From an optimization exercise on the open Yosys and OpenROAD flow, aimed at small area; shortcuts taken in it are not production practice.
No driver is modelled on the clock port, so clocking that relies on it looks cheaper here than on a real chip.
No activity file was given, so power comes from the tool's default toggle rates.

==> inputs of fjord <==
==> flow/design.v <==
module topModule (
    input clk,
    input rst,
    input btnL,
    input [1:0] sw,
    input [3:0] JC_cols,
    input btnR,
    output audio_gain,
    output audio_shutdown,
    output audio_out,
    output [3:0] JC_rows,
    output [3:0] an,
    output reg [6:0] seg
);
    assign audio_shutdown = 1'b1;
    assign audio_gain = 1'b1;
    reg [5:0] c50;
    reg       k1;
    reg [2:0] d5;
    reg       dp;
    wire w50  = c50[5] & c50[4] & c50[0];       
    wire w100 = w50 & k1;                       
    wire tick = w100 & ~dp;                     
    wire ge25 = c50 >= 6'd25;
    wire k4 = ((d5 == 3'd1) & (k1 | ge25)) | ((d5 == 3'd3) & ~k1) |
              ((d5 == 3'd2) & k1 & ge25) | (d5 == 3'd4);
    always @(posedge clk) begin
        if (rst) begin
            c50 <= 0; k1 <= 0; d5 <= 3'd0; dp <= 0;
        end else begin
            c50 <= w50 ? 6'd0 : c50 + 6'd1;
            if (w50) k1 <= ~k1;
            if (w100) begin
                case (d5)
                    3'd0: d5 <= 3'd1;
                    3'd1: d5 <= 3'd3;
                    3'd3: d5 <= 3'd2;
                    3'd2: d5 <= 3'd4;
                    3'd4: d5 <= 3'd0;
                    default: d5 <= 3'd0;
                endcase
                dp <= ~dp;
            end
        end
    end
    reg rl;
    always @(posedge clk) begin
        if (rst) rl <= 1'b1;
        else if (tick) rl <= 1'b0;
    end
    reg [1:0]  status;       
    reg [2:0]  ctr;
    reg [1:0]  pend;         
    reg [4:0]  db;
    reg        validPin;
    reg        play, fail;
    reg [2:0]  tp0, tp1, tp2, tp3;
    reg        tc;
    reg        blv;          
    reg [1:0]  blr;          
    reg        clean;
    reg [4:0]  led;
    reg        adj_set;
    reg [7:0]  cpH, cpL;     
    reg [7:0]  stH, stL;     
    reg [7:0]  lpH, lpL;     
    reg        accS, accL;   
    wire en = tick & (status != 2'd1);
    wire pressed = (JC_cols != 4'b1111);
    wire edge_ = ~db[4] & ~db[2] & ~db[1];      
    wire dbmax = ~db[3] & ~db[2] & ~db[0];      
    reg       scan;
    reg [1:0] rr;
    wire R0 = scan & (rr == 2'd0);
    wire R1 = scan & (rr == 2'd1);
    wire R2 = scan & (rr == 2'd2);
    wire R3 = scan & (rr == 2'd3);
    assign JC_rows = {4{scan}} & {~R3, ~R2, ~R1, ~R0};
    wire K0 = (JC_cols == 4'b1110);
    wire K1 = (JC_cols == 4'b1101);
    wire K2 = (JC_cols == 4'b1011);
    wire K3 = (JC_cols == 4'b0111);
    wire isdig = (R0 & K3) | ((R0 | R1 | R2) & (K0 | K1 | K2));
    wire isC = R3 & K2;
    wire isE = R2 & K3;
    wire isD = R3 & K3;
    wire [3:0] dv = {K2 & ~R0, K1 | (K2 & R0), (K0 & (R1 | R2)) | (K1 & R2) | (K2 & R0),
                     ((K0 | K2) & ~R1) | (K1 & R1)};
    wire kev = en & edge_;
    wire wr = kev & isdig & ~ctr[2];
    wire wr0 = wr & (ctr[1:0] == 2'd0);
    wire wr1 = wr & (ctr[1:0] == 2'd1);
    wire wr2 = wr & (ctr[1:0] == 2'd2);
    wire wr3 = wr & (ctr[1:0] == 2'd3);
    always @(posedge clk) begin
        if (rst) begin
            scan <= 1'b0;
            rr <= 2'd0;
            db <= 5'b01011;
            ctr <= 3'd7;             
            pend <= 2'd0;
            validPin <= 0;
        end else begin
            if (en) begin
                db <= !pressed ? 5'b01011 : (dbmax ? db : {db[3:0], db[4] ^ db[1]});
                if (!pressed)
                begin
                    scan <= 1'b1;
                    rr <= rr + {1'b0, scan};
                end
                validPin <= edge_ & isE & ctr[2];
            end
            if (tick) begin
                case (pend)
                    2'd1: ctr <= ctr + 3'd1;
                    2'd2: ctr <= ctr - 3'd1;
                    2'd0: ctr <= 3'd0;
                    default: ;
                endcase
                pend <= ~kev ? 2'd3 : (isdig & ~ctr[2]) ? 2'd1 : (isC | (isE & ctr[2])) ? 2'd0 :
                        isD ? 2'd2 : 2'd3;
            end
        end
    end
    wire [7:0] cpH_rot = {cpH[6:0], cpH[7] & ~rl};
    wire [7:0] cpL_rot = {cpL[6:0], cpL[7] & ~rl};
    wire [7:0] cpH_wr = {dv[2:0], dv[3], dv[2:0], dv[3]};   
    wire [7:0] wmH = {{3{wr0}}, wr1, {3{wr1}}, wr0};
    wire [7:0] wmL = {{3{wr2}}, wr3, {3{wr3}}, wr2};
    always @(posedge clk) begin
        cpH <= (wmH & cpH_wr) | (~wmH & cpH_rot);
        cpL <= (wmL & cpH_wr) | (~wmL & cpL_rot);
    end
    wire [2:0] rb = 3'd2 - c50[2:0];
    wire rs = rl & ~k1;
    wire kH = (8'h43 >> rb);
    wire kL = (8'h21 >> rb);
    wire ldS = adj_set;                                
    wire tz = ~|{tp0, tp1, tp2, tp3, tc};               
    wire ldL = play & fail & tz;                        
    always @(posedge clk) begin
        stH <= {stH[6:0], ldS ? cpH[7] : (rs ? kH : stH[7])};
        stL <= {stL[6:0], ldS ? cpL[7] : (rs ? kL : stL[7])};
        lpH <= {lpH[6:0], ldL ? cpH[7] : (lpH[7] & ~rl)};
        lpL <= {lpL[6:0], ldL ? cpL[7] : (lpL[7] & ~rl)};
    end
    wire eqS = (cpH[7] == stH[7]) & (cpL[7] == stL[7]);
    wire eqL = (cpH[7] == lpH[7]) & (cpL[7] == lpL[7]);
    always @(posedge clk) begin
        accS <= w50 | (accS & eqS);
        accL <= w50 | (accL & eqL);
    end
    wire match = accS & eqS;           
    wire newfail = ~(accL & eqL);
    wire tend = tp3[2] & tp1[0] & tp1[1] & tp1[2] & tp0[2];    
    wire start = tick & ~clean & (status == 2'd0) & validPin & (match | newfail);
    wire cin = (tick & play & ~tend) | tc;
    wire [3:0] tsum = {1'b0, tp3} + {3'b000, cin};
    always @(posedge clk) begin
        if (rst | start) begin
            tp0 <= 0; tp1 <= 0; tp2 <= 0; tp3 <= 0; tc <= 0;
        end else begin
            tp0 <= tsum[2:0]; tp1 <= tp0; tp2 <= tp1; tp3 <= tp2; tc <= tsum[3];
        end
    end
    always @(posedge clk) begin
        if (rst) begin
            status <= 2'd0;
            play <= 0;
            fail <= 0;
            blv <= 0;
            blr <= 2'd3;
            clean <= 0;
        end else if (tick) begin
            if (play & tend) play <= 0;
            if (start) begin
                play <= 1;
                fail <= ~match;
            end
            if (clean)
                status <= 2'd0;
            else begin
                case (status)
                    2'd0: if (validPin & match) status <= 2'd1;
                    2'd1: if (sw[0]) status <= 2'd3;
                    2'd3: if (validPin) status <= 2'd0;
                    default: ;
                endcase
            end
            if (btnL != blv) begin
                blv <= btnL;
                blr <= 2'd0;
            end else if (blr != 2'd3)
                blr <= blr + 2'd1;
            if (blr == 2'd3) clean <= blv;    
        end
    end
    assign audio_out = play & (fail ? k4 : k1);
    reg [1:0] slot;
    assign an = {~(rl | (slot == 2'd1)), ~(rl | (slot == 2'd2)),
                 ~(rl | (slot == 2'd3)), ~(rl | (slot == 2'd0))};
    reg [3:0] dig;
    always @(*) begin
        case (slot)
            2'd0: dig = cpH[7:4];
            2'd1: dig = cpH[3:0];
            2'd2: dig = cpL[7:4];
            default: dig = cpL[3:0];
        endcase
    end
    wire has  = (ctr > {1'b0, slot});     
    wire has0 = (ctr != 3'd0);
    wire isword = (status == 2'd1) | ((status == 2'd3) & adj_set) | ~has0;
    wire [1:0] wcode = {(status == 2'd0) | ((status == 2'd3) & ~adj_set), (status == 2'd3)};
    wire [4:0] nled = isword ? {1'b1, slot, wcode} : (has ? {1'b0, dig} : 5'b01111);
    always @(posedge clk) begin
        if (rst) begin
            slot <= 2'd0;
            led <= 0;
            adj_set <= 0;
        end else if (tick) begin
            if (status != 2'd3) adj_set <= 0;
            else if (validPin) adj_set <= 1;
            slot <= slot + 2'd1;
            led <= nled;
        end
    end
    always @(*) begin
        seg[6] = (led[3] & led[2]) | (led[4] & led[3] & led[0]) | (~led[4] & led[2] & ~led[1] & ~led[0]) | (led[4] & led[2] & led[1] & led[0]) | (~led[4] & ~led[3] & ~led[2] & ~led[1] & led[0]) | (led[4] & ~led[3] & ~led[2] & led[1] & ~led[0]);
        seg[5] = ~((~led[4] & ~led[2]) | (~led[3] & ~led[1] & ~led[0]) | (~led[3] & led[1] & led[0]) | (led[4] & led[2] & led[1] & ~led[0]));
        seg[4] = (led[4] & led[3] & ~led[2]) | (led[3] & led[2] & led[0]) | (~led[2] & led[1] & ~led[0]) | (led[4] & ~led[3] & led[2] & ~led[1]);
        seg[3] = (led[3] & led[2] & led[0]) | (led[2] & ~led[1] & ~led[0]) | (led[4] & ~led[2] & led[1] & led[0]) | (~led[4] & led[2] & led[1] & led[0]) | (~led[4] & ~led[3] & ~led[2] & ~led[1] & led[0]);
        seg[2] = (~led[4] & led[0]) | (led[3] & led[2] & led[0]) | (~led[4] & led[2] & ~led[1]) | (led[3] & led[1] & led[0]) | (~led[3] & ~led[2] & ~led[1] & led[0]);
        seg[1] = (led[3] & led[2]) | (~led[4] & ~led[2] & led[1]) | (led[2] & led[1] & led[0]) | (led[3] & led[1] & led[0]) | (~led[4] & ~led[3] & ~led[2] & led[0]);
        seg[0] = ~((led[4] & ~led[3] & led[0]) | (led[3] & ~led[2] & ~led[1]) | (~led[3] & led[2] & ~led[1]) | (~led[4] & ~led[2] & led[1]) | (led[3] & led[2] & ~led[0]) | (~led[4] & led[3]) | (~led[4] & led[2] & ~led[0]));
    end
endmodule
==> flow/flow/run.sh <==
#!/bin/bash
# Own layout flow: the standard layout (standard.sh), with three changes:
#  - synthesis runs the standard flow's synthesis script (synth_recipe.tcl) unchanged, except that the final
#    ABC technology mapping tries each flow/abc_*.script (area mappings, no buffering or
#    upsizing) instead of ORFS's speed script and keeps the smallest result; registers and
#    their names are not affected;
#  - buffer_ports puts a sky130_fd_sc_hd__buf_1 on every input and output port;
#  - clock tree synthesis uses clkbuf cells from CTS_BUFS and inserts no dummy loads.
# Each tool's output is in orfs/logs/; make's full output is in own_flow.log.
set -euo pipefail
W=$(pwd)
CTS_BUFS=${CTS_BUFS:-sky130_fd_sc_hd__clkbuf_4 sky130_fd_sc_hd__clkbuf_8}
CTS_EXTRA=${CTS_EXTRA:-}
{
  # ABC maps the logic with each of flow/abc_*.script in turn; the smallest result is kept.
  printf 'proc abc {args} {\n'
  printf '  set i [lsearch -exact $args -script]\n'
  printf '  set lib [lindex $args [expr {[lsearch -exact $args -liberty] + 1}]]\n'
  printf '  yosys design -save own_pre_abc\n'
  printf '  set best ""\n'
  printf '  set best_area 1e30\n'
  printf '  foreach s [lsort [glob {%s/flow/abc_*.script}]] {\n' "$W"
  printf '    yosys design -load own_pre_abc\n'
  printf '    set a $args\n'
  printf '    if {$i >= 0} { lset a [expr {$i + 1}] $s }\n'
  printf '    yosys abc {*}$a\n'
  printf '    yosys tee -q -o {%s/own_area.txt} stat -liberty $lib\n' "$W"
  printf '    set f [open {%s/own_area.txt}]\n' "$W"
  printf '    set t [read $f]\n'
  printf '    close $f\n'
  printf '    regexp {Chip area for module [^:]*: +([0-9.]+)} $t -> area\n'
  printf '    puts "own flow: abc script $s gives area $area"\n'
  printf '    if {$area < $best_area} { set best_area $area; set best $s }\n'
  printf '  }\n'
  printf '  yosys design -load own_pre_abc\n'
  printf '  if {$i >= 0} { lset args [expr {$i + 1}] $best }\n'
  printf '  puts "own flow: abc $args"\n'
  printf '  yosys abc {*}$args\n'
  printf '}\n'
  cat synth_recipe.tcl
} > own_synth.tcl
sed -E "s#SYNTH_SCRIPT=[^ ]*#SYNTH_SCRIPT=$W/own_synth.tcl#" standard.sh > own_standard.sh
grep -q "SYNTH_SCRIPT=$W/own_synth.tcl" own_standard.sh
export BUFFER_PORTS_ARGS="-buffer_cell sky130_fd_sc_hd__buf_1"
if [[ -f flow/pre_cts.tcl ]]; then export PRE_CTS_TCL=$W/flow/pre_cts.tcl; fi
export CTS_ARGS="-sink_clustering_enable -repair_clock_nets -buf_list {$CTS_BUFS} -dont_use_dummy_load $CTS_EXTRA"
bash own_standard.sh > own_flow.log 2>&1
==> flow/flow/abc_a3.script <==
strash
dch
amap
topo
==> flow/flow/abc_a6.script <==
strash
&get -n
&st
&syn2
&dch
&nf
&put
strash
dch
map -a
==> flow/flow/abc_b4.script <==
strash
dch
amap
strash
dch
amap
topo
==> flow/flow/abc_c4.script <==
strash
balance
rewrite
refactor
balance
rewrite -z
refactor -z
balance
dch
amap
topo
==> flow/flow/abc_c6.script <==
strash
rewrite
refactor
resub
dch
amap
topo
==> flow/standard.sh <==
#!/bin/bash
# synth_recipe.tcl (not shown) runs the flow's synth.tcl, then flattens the netlist and writes it again
# the make line also repeats each setting of config.mk as NAME=value (left out here)
make -C /OpenROAD-flow-scripts/flow DESIGN_CONFIG=/design/flow/config.mk WORK_HOME=/design/flow/orfs CLKGATE_MAP_FILE= SYNTH_SCRIPT=/design/flow/synth_recipe.tcl "${@:-finish}"
==> flow/config.mk <==
export PLATFORM = sky130hd
export DESIGN_NAME = topModule
export DESIGN_NICKNAME = topModule
export VERILOG_FILES = /design/flow/design.v
export SDC_FILE = /design/flow/constraint.sdc
export NUM_CORES = 4
export LEC_CHECK = 0
export CAP_MARGIN = 20
export CORE_MARGIN = 2
export CORE_UTILIZATION = 40
export SLEW_MARGIN = 20
==> flow/constraint.sdc <==
create_clock -name core_clock -period 10.0 [get_ports {clk}]
set_input_delay 2.0000 -clock core_clock [delete_from_list [all_inputs] [get_ports {clk}]]
set_output_delay 2.0000 -clock core_clock [all_outputs]
set_load 0.01 [all_outputs]
==> delta: changes against fjord <==
==> flow/design.v, changed modules only <==
module topModule (
    input clk,
    input rst,
    input btnL,
    input [1:0] sw,
    input [3:0] JC_cols,
    input btnR,
    output audio_gain,
    output audio_shutdown,
    output audio_out,
    output reg [3:0] JC_rows,
    output [3:0] an,
    output reg [6:0] seg
);
    assign audio_shutdown = 1'b1;
    assign audio_gain = 1'b1;
    reg [5:0] c50;
    reg       k1;
    reg [2:0] d5;
    reg       dp;
    wire w50  = c50[5] & c50[4] & c50[0];       
    wire w100 = w50 & k1;                       
    wire tick = w100 & ~dp;                     
    wire ge25 = c50 >= 6'd25;
    wire k4 = ((d5 == 3'd1) & (k1 | ge25)) | ((d5 == 3'd2) & ~k1) |
              ((d5 == 3'd3) & k1 & ge25) | (d5 == 3'd4);
    always @(posedge clk) begin
        if (rst) begin
            c50 <= 0; k1 <= 0; d5 <= 0; dp <= 0;
        end else begin
            c50 <= w50 ? 6'd0 : c50 + 6'd1;
            if (w50) k1 <= ~k1;
            if (w100) begin
                d5 <= d5[2] ? 3'd0 : d5 + 3'd1;
                dp <= ~dp;
            end
        end
    end
    reg rl;
    always @(posedge clk) begin
        if (rst) rl <= 1'b1;
        else if (tick) rl <= 1'b0;
    end
    reg [1:0]  status;       
    reg [2:0]  ctr;          
    reg [2:0]  pctr;         
    reg [4:0]  db;
    reg        validPin;
    reg        play, fail;
    reg [2:0]  tp0, tp1, tp2, tp3;
    reg        tc;
    reg        blv;          
    reg [1:0]  blr;          
    reg        clean;
    reg [4:0]  led;
    reg        adj_set;
    reg [7:0]  cpH, cpL;     
    reg [7:0]  stH, stL;     
    reg [7:0]  lpH, lpL;     
    reg        accS, accL;   
    wire en = tick & (status != 2'd1);
    wire pressed = (JC_cols != 4'b1111);
    wire edge_ = ~db[4] & ~db[2] & ~db[1];      
    wire dbmax = ~db[3] & ~db[2] & ~db[0];      
    wire R0 = ~JC_rows[0] & JC_rows[1];
    wire R1 = ~JC_rows[1] & JC_rows[0];
    wire R2 = ~JC_rows[2] & JC_rows[0];
    wire R3 = ~JC_rows[3] & JC_rows[0];
    wire K0 = (JC_cols == 4'b1110);
    wire K1 = (JC_cols == 4'b1101);
    wire K2 = (JC_cols == 4'b1011);
    wire K3 = (JC_cols == 4'b0111);
    wire isdig = (R0 & K3) | ((R0 | R1 | R2) & (K0 | K1 | K2));
    wire isC = R3 & K2;
    wire isE = R2 & K3;
    wire isD = R3 & K3;
    wire [3:0] dv = {K2 & ~R0, K1 | (K2 & R0), (K0 & (R1 | R2)) | (K1 & R2) | (K2 & R0),
                     ((K0 | K2) & ~R1) | (K1 & R1)};
    wire kev = en & edge_;
    wire wr = kev & isdig & ~ctr[2];
    wire wr0 = wr & (ctr[1:0] == 2'd0);
    wire wr1 = wr & (ctr[1:0] == 2'd1);
    wire wr2 = wr & (ctr[1:0] == 2'd2);
    wire wr3 = wr & (ctr[1:0] == 2'd3);
    always @(posedge clk) begin
        if (rst) begin
            JC_rows <= 4'b0000;
            db <= 5'b01011;
            ctr <= 0;
            pctr <= 3'd7;
            validPin <= 0;
        end else begin
            if (en) begin
                db <= !pressed ? 5'b01011 : (dbmax ? db : {db[3:0], db[4] ^ db[1]});
                if (!pressed)
                    JC_rows <= {JC_rows[2] | ~JC_rows[3], JC_rows[1] | ~JC_rows[3],
                                JC_rows[0] | ~JC_rows[3], JC_rows[3]};
                pctr <= ctr;
                validPin <= edge_ & isE & ctr[2];
            end
            if (kev) begin
                if (isdig) begin
                    if (!ctr[2]) ctr <= ctr + 3'd1;
                end else if (isC | (isE & ctr[2])) ctr <= 0;
                else if (isD) ctr <= ctr - 3'd1;
            end
        end
    end
    wire [7:0] cpH_rot = {cpH[6:0], cpH[7] & ~rl};
    wire [7:0] cpL_rot = {cpL[6:0], cpL[7] & ~rl};
    wire [7:0] cpH_wr = {dv[2:0], dv[3], dv[2:0], dv[3]};   
    wire [7:0] wmH = {{3{wr0}}, wr1, {3{wr1}}, wr0};
    wire [7:0] wmL = {{3{wr2}}, wr3, {3{wr3}}, wr2};
    always @(posedge clk) begin
        cpH <= (wmH & cpH_wr) | (~wmH & cpH_rot);
        cpL <= (wmL & cpH_wr) | (~wmL & cpL_rot);
    end
    wire [2:0] rb = 3'd2 - c50[2:0];
    wire rs = rl & ~k1;
    wire kH = (8'h43 >> rb);
    wire kL = (8'h21 >> rb);
    wire ldS = adj_set;                                
    wire tz = ~|{tp0, tp1, tp2, tp3, tc};               
    wire ldL = play & fail & tz;                        
    always @(posedge clk) begin
        stH <= {stH[6:0], ldS ? cpH[7] : (rs ? kH : stH[7])};
        stL <= {stL[6:0], ldS ? cpL[7] : (rs ? kL : stL[7])};
        lpH <= {lpH[6:0], ldL ? cpH[7] : (lpH[7] & ~rl)};
        lpL <= {lpL[6:0], ldL ? cpL[7] : (lpL[7] & ~rl)};
    end
    wire eqS = (cpH[7] == stH[7]) & (cpL[7] == stL[7]);
    wire eqL = (cpH[7] == lpH[7]) & (cpL[7] == lpL[7]);
    always @(posedge clk) begin
        accS <= w50 | (accS & eqS);
        accL <= w50 | (accL & eqL);
    end
    wire match = accS & eqS;           
    wire newfail = ~(accL & eqL);
    wire tend = tp3[2] & tp1[0] & tp1[1] & tp1[2] & tp0[2];    
    wire start = tick & ~clean & (status == 2'd0) & validPin & (match | newfail);
    wire cin = (tick & play & ~tend) | tc;
    wire [3:0] tsum = {1'b0, tp3} + {3'b000, cin};
    always @(posedge clk) begin
        if (rst | start) begin
            tp0 <= 0; tp1 <= 0; tp2 <= 0; tp3 <= 0; tc <= 0;
        end else begin
            tp0 <= tsum[2:0]; tp1 <= tp0; tp2 <= tp1; tp3 <= tp2; tc <= tsum[3];
        end
    end
    always @(posedge clk) begin
        if (rst) begin
            status <= 0;
            play <= 0;
            fail <= 0;
            blv <= 0;
            blr <= 2'd3;
            clean <= 0;
        end else if (tick) begin
            if (play & tend) play <= 0;
            if (start) begin
                play <= 1;
                fail <= ~match;
            end
            if (clean)
                status <= 0;
            else begin
                case (status)
                    2'd0: if (validPin & match) status <= 1;
                    2'd1: if (sw[0]) status <= 2;
                    2'd2: if (validPin) status <= 0;
                    default: ;
                endcase
            end
            if (btnL != blv) begin
                blv <= btnL;
                blr <= 2'd0;
            end else if (blr != 2'd3)
                blr <= blr + 2'd1;
            if (blr == 2'd3) clean <= blv;    
        end
    end
    assign audio_out = play & (fail ? k4 : k1);
    reg [1:0] slot;
    assign an = {~(rl | (slot == 2'd1)), ~(rl | (slot == 2'd2)),
                 ~(rl | (slot == 2'd3)), ~(rl | (slot == 2'd0))};
    reg [3:0] dig;
    always @(*) begin
        case (slot)
            2'd0: dig = cpH[7:4];
            2'd1: dig = cpH[3:0];
            2'd2: dig = cpL[7:4];
            default: dig = cpL[3:0];
        endcase
    end
    wire has  = (pctr > {1'b0, slot});    
    wire has0 = (pctr != 3'd0);
    wire isword = (status == 2'd1) | ((status == 2'd2) & adj_set) | ~has0;
    wire [1:0] wcode = {(status == 2'd0) | (status[1] & ~adj_set), status[1]};
    wire [4:0] nled = isword ? {1'b1, slot, wcode} : (has ? {1'b0, dig} : 5'b01111);
    always @(posedge clk) begin
        if (rst) begin
            slot <= 2'd0;
            led <= 0;
            adj_set <= 0;
        end else if (tick) begin
            if (status != 2'd2) adj_set <= 0;
            else if (validPin) adj_set <= 1;
            slot <= slot + 2'd1;
            led <= nled;
        end
    end
    always @(*) begin
        seg[6] = (led[3] & led[2]) | (led[4] & led[3] & led[0]) | (~led[4] & led[2] & ~led[1] & ~led[0]) | (led[4] & led[2] & led[1] & led[0]) | (~led[4] & ~led[3] & ~led[2] & ~led[1] & led[0]) | (led[4] & ~led[3] & ~led[2] & led[1] & ~led[0]);
        seg[5] = ~((~led[4] & ~led[2]) | (~led[3] & ~led[1] & ~led[0]) | (~led[3] & led[1] & led[0]) | (led[4] & led[2] & led[1] & ~led[0]));
        seg[4] = (led[4] & led[3] & ~led[2]) | (led[3] & led[2] & led[0]) | (~led[2] & led[1] & ~led[0]) | (led[4] & ~led[3] & led[2] & ~led[1]);
        seg[3] = (led[3] & led[2] & led[0]) | (led[2] & ~led[1] & ~led[0]) | (led[4] & ~led[2] & led[1] & led[0]) | (~led[4] & led[2] & led[1] & led[0]) | (~led[4] & ~led[3] & ~led[2] & ~led[1] & led[0]);
        seg[2] = (~led[4] & led[0]) | (led[3] & led[2] & led[0]) | (~led[4] & led[2] & ~led[1]) | (led[3] & led[1] & led[0]) | (~led[3] & ~led[2] & ~led[1] & led[0]);
        seg[1] = (led[3] & led[2]) | (~led[4] & ~led[2] & led[1]) | (led[2] & led[1] & led[0]) | (led[3] & led[1] & led[0]) | (~led[4] & ~led[3] & ~led[2] & led[0]);
        seg[0] = ~((led[4] & ~led[3] & led[0]) | (led[3] & ~led[2] & ~led[1]) | (~led[3] & led[2] & ~led[1]) | (~led[4] & ~led[2] & led[1]) | (led[3] & led[2] & ~led[0]) | (~led[4] & led[3]) | (~led[4] & led[2] & ~led[0]));
    end
endmodule
==> flow/flow/run.sh (replaced) <==
#!/bin/bash
# Own layout flow: the standard layout (standard.sh), with three changes:
#  - synthesis runs the standard flow's synthesis script (synth_recipe.tcl) unchanged, except that the final
#    ABC technology mapping uses flow/abc.script (area mapping, no buffering or upsizing)
#    instead of ORFS's speed script; registers and their names are not affected;
#  - buffer_ports puts a sky130_fd_sc_hd__buf_1 on every input and output port;
#  - clock tree synthesis uses clkbuf cells from CTS_BUFS and inserts no dummy loads.
# Each tool's output is in orfs/logs/; make's full output is in own_flow.log.
set -euo pipefail
W=$(pwd)
CTS_BUFS="sky130_fd_sc_hd__clkbuf_16"
CTS_EXTRA=${CTS_EXTRA:-}
{
  printf 'proc abc {args} {\n'
  printf '  set i [lsearch -exact $args -script]\n'
  printf '  if {$i >= 0} { lset args [expr {$i + 1}] {%s/flow/abc.script} }\n' "$W"
  printf '  puts "own flow: abc $args"\n'
  printf '  yosys abc {*}$args\n'
  printf '}\n'
  cat synth_recipe.tcl
} > own_synth.tcl
sed -E "s#SYNTH_SCRIPT=[^ ]*#SYNTH_SCRIPT=$W/own_synth.tcl#" standard.sh > own_standard.sh
grep -q "SYNTH_SCRIPT=$W/own_synth.tcl" own_standard.sh
export BUFFER_PORTS_ARGS="-buffer_cell sky130_fd_sc_hd__buf_1"
if [[ -f flow/pre_cts.tcl ]]; then export PRE_CTS_TCL=$W/flow/pre_cts.tcl; fi
export CTS_ARGS="-sink_clustering_enable -repair_clock_nets -buf_list {$CTS_BUFS} -dont_use_dummy_load $CTS_EXTRA"
bash own_standard.sh > own_flow.log 2>&1
==> flow/flow/abc.script (new file) <==
strash
dch
amap
topo
==> flow/flow/pre_cts.tcl (new file) <==
configure_cts_characterization -max_slew 0.12
removed: flow/flow/abc_a3.script
removed: flow/flow/abc_a6.script
removed: flow/flow/abc_b4.script
removed: flow/flow/abc_c4.script
removed: flow/flow/abc_c6.script
==> comparison table <==
                                                                           delta                    fjord
Number of well taps                                                            140                      136
Post-detail-place hpwl                                                     6650 µm                  6290 µm
Switching power total                                                       153 µW                   138 µW
Outcome                                                    complete, no violations  complete, no violations
Critical-path top delay cell                               sky130_fd_sc_hd__nor4_1   sky130_fd_sc_hd__or4_1
Switching Share                                                              20.2%                    21.0%
Delay of the slowest cell on the worst path                                 820 ps                   520 ps
Cell area after synthesis                                                 4380 µm²                 4150 µm²
Worst path bufs/invs                                                             2                        5
Area after DPL                                                            4640 µm²                 4410 µm²
Final weighted congestion in routability-driven placement                    0.845                    0.863
Worst R2R End                                                               cpH[1]                   cpL[5]
Die extent in y                                                             109 µm                   106 µm
PnR Total Power                                                             758 µW                   657 µW
Clock net sink count                                                           107                      105
Flop+latch power                                                            444 µW                   437 µW
Multi-input gate share of total cell area                                    40.7%                    40.3%
Footprint of the flip-flops and latches                                   2140 µm²                 2100 µm²
Power density of the placed cells                                       156 nW/µm²               145 nW/µm²
Function was not checked in any run of this note: the RTL went through the layout flow alone.

[afterwards: timing with drivers on the ports]
The results above use ideal ports. As a check the final layouts listed here were re-extracted and re-timed, cells and wires unchanged.
Step 1: set_driving_cell puts a clkbuf_16 on clk and a buf_2 on each other input, an assumption about the parent block.
Step 2 moves the port delays by t, midway between the first and last clock arrival at a register: inputs arrive t later, outputs are due t later. That takes back most of the time a late clock gives input paths.
a / b / c = ideal ports / drivers / drivers and shift; a / b = the first two.
run	t (ns)	slack for setup (ns)	worst slew at a driven data input, ns
fjord	0.375	5.510 / 5.510 / 5.368	0.04
delta	0.370	5.086 / 5.086 / 5.086	0.04
After both steps every run listed still meets setup and hold. For fjord, which loses most, drivers alone change the setup slack by 0.000 ns; drivers and shift together by -0.142 ns.
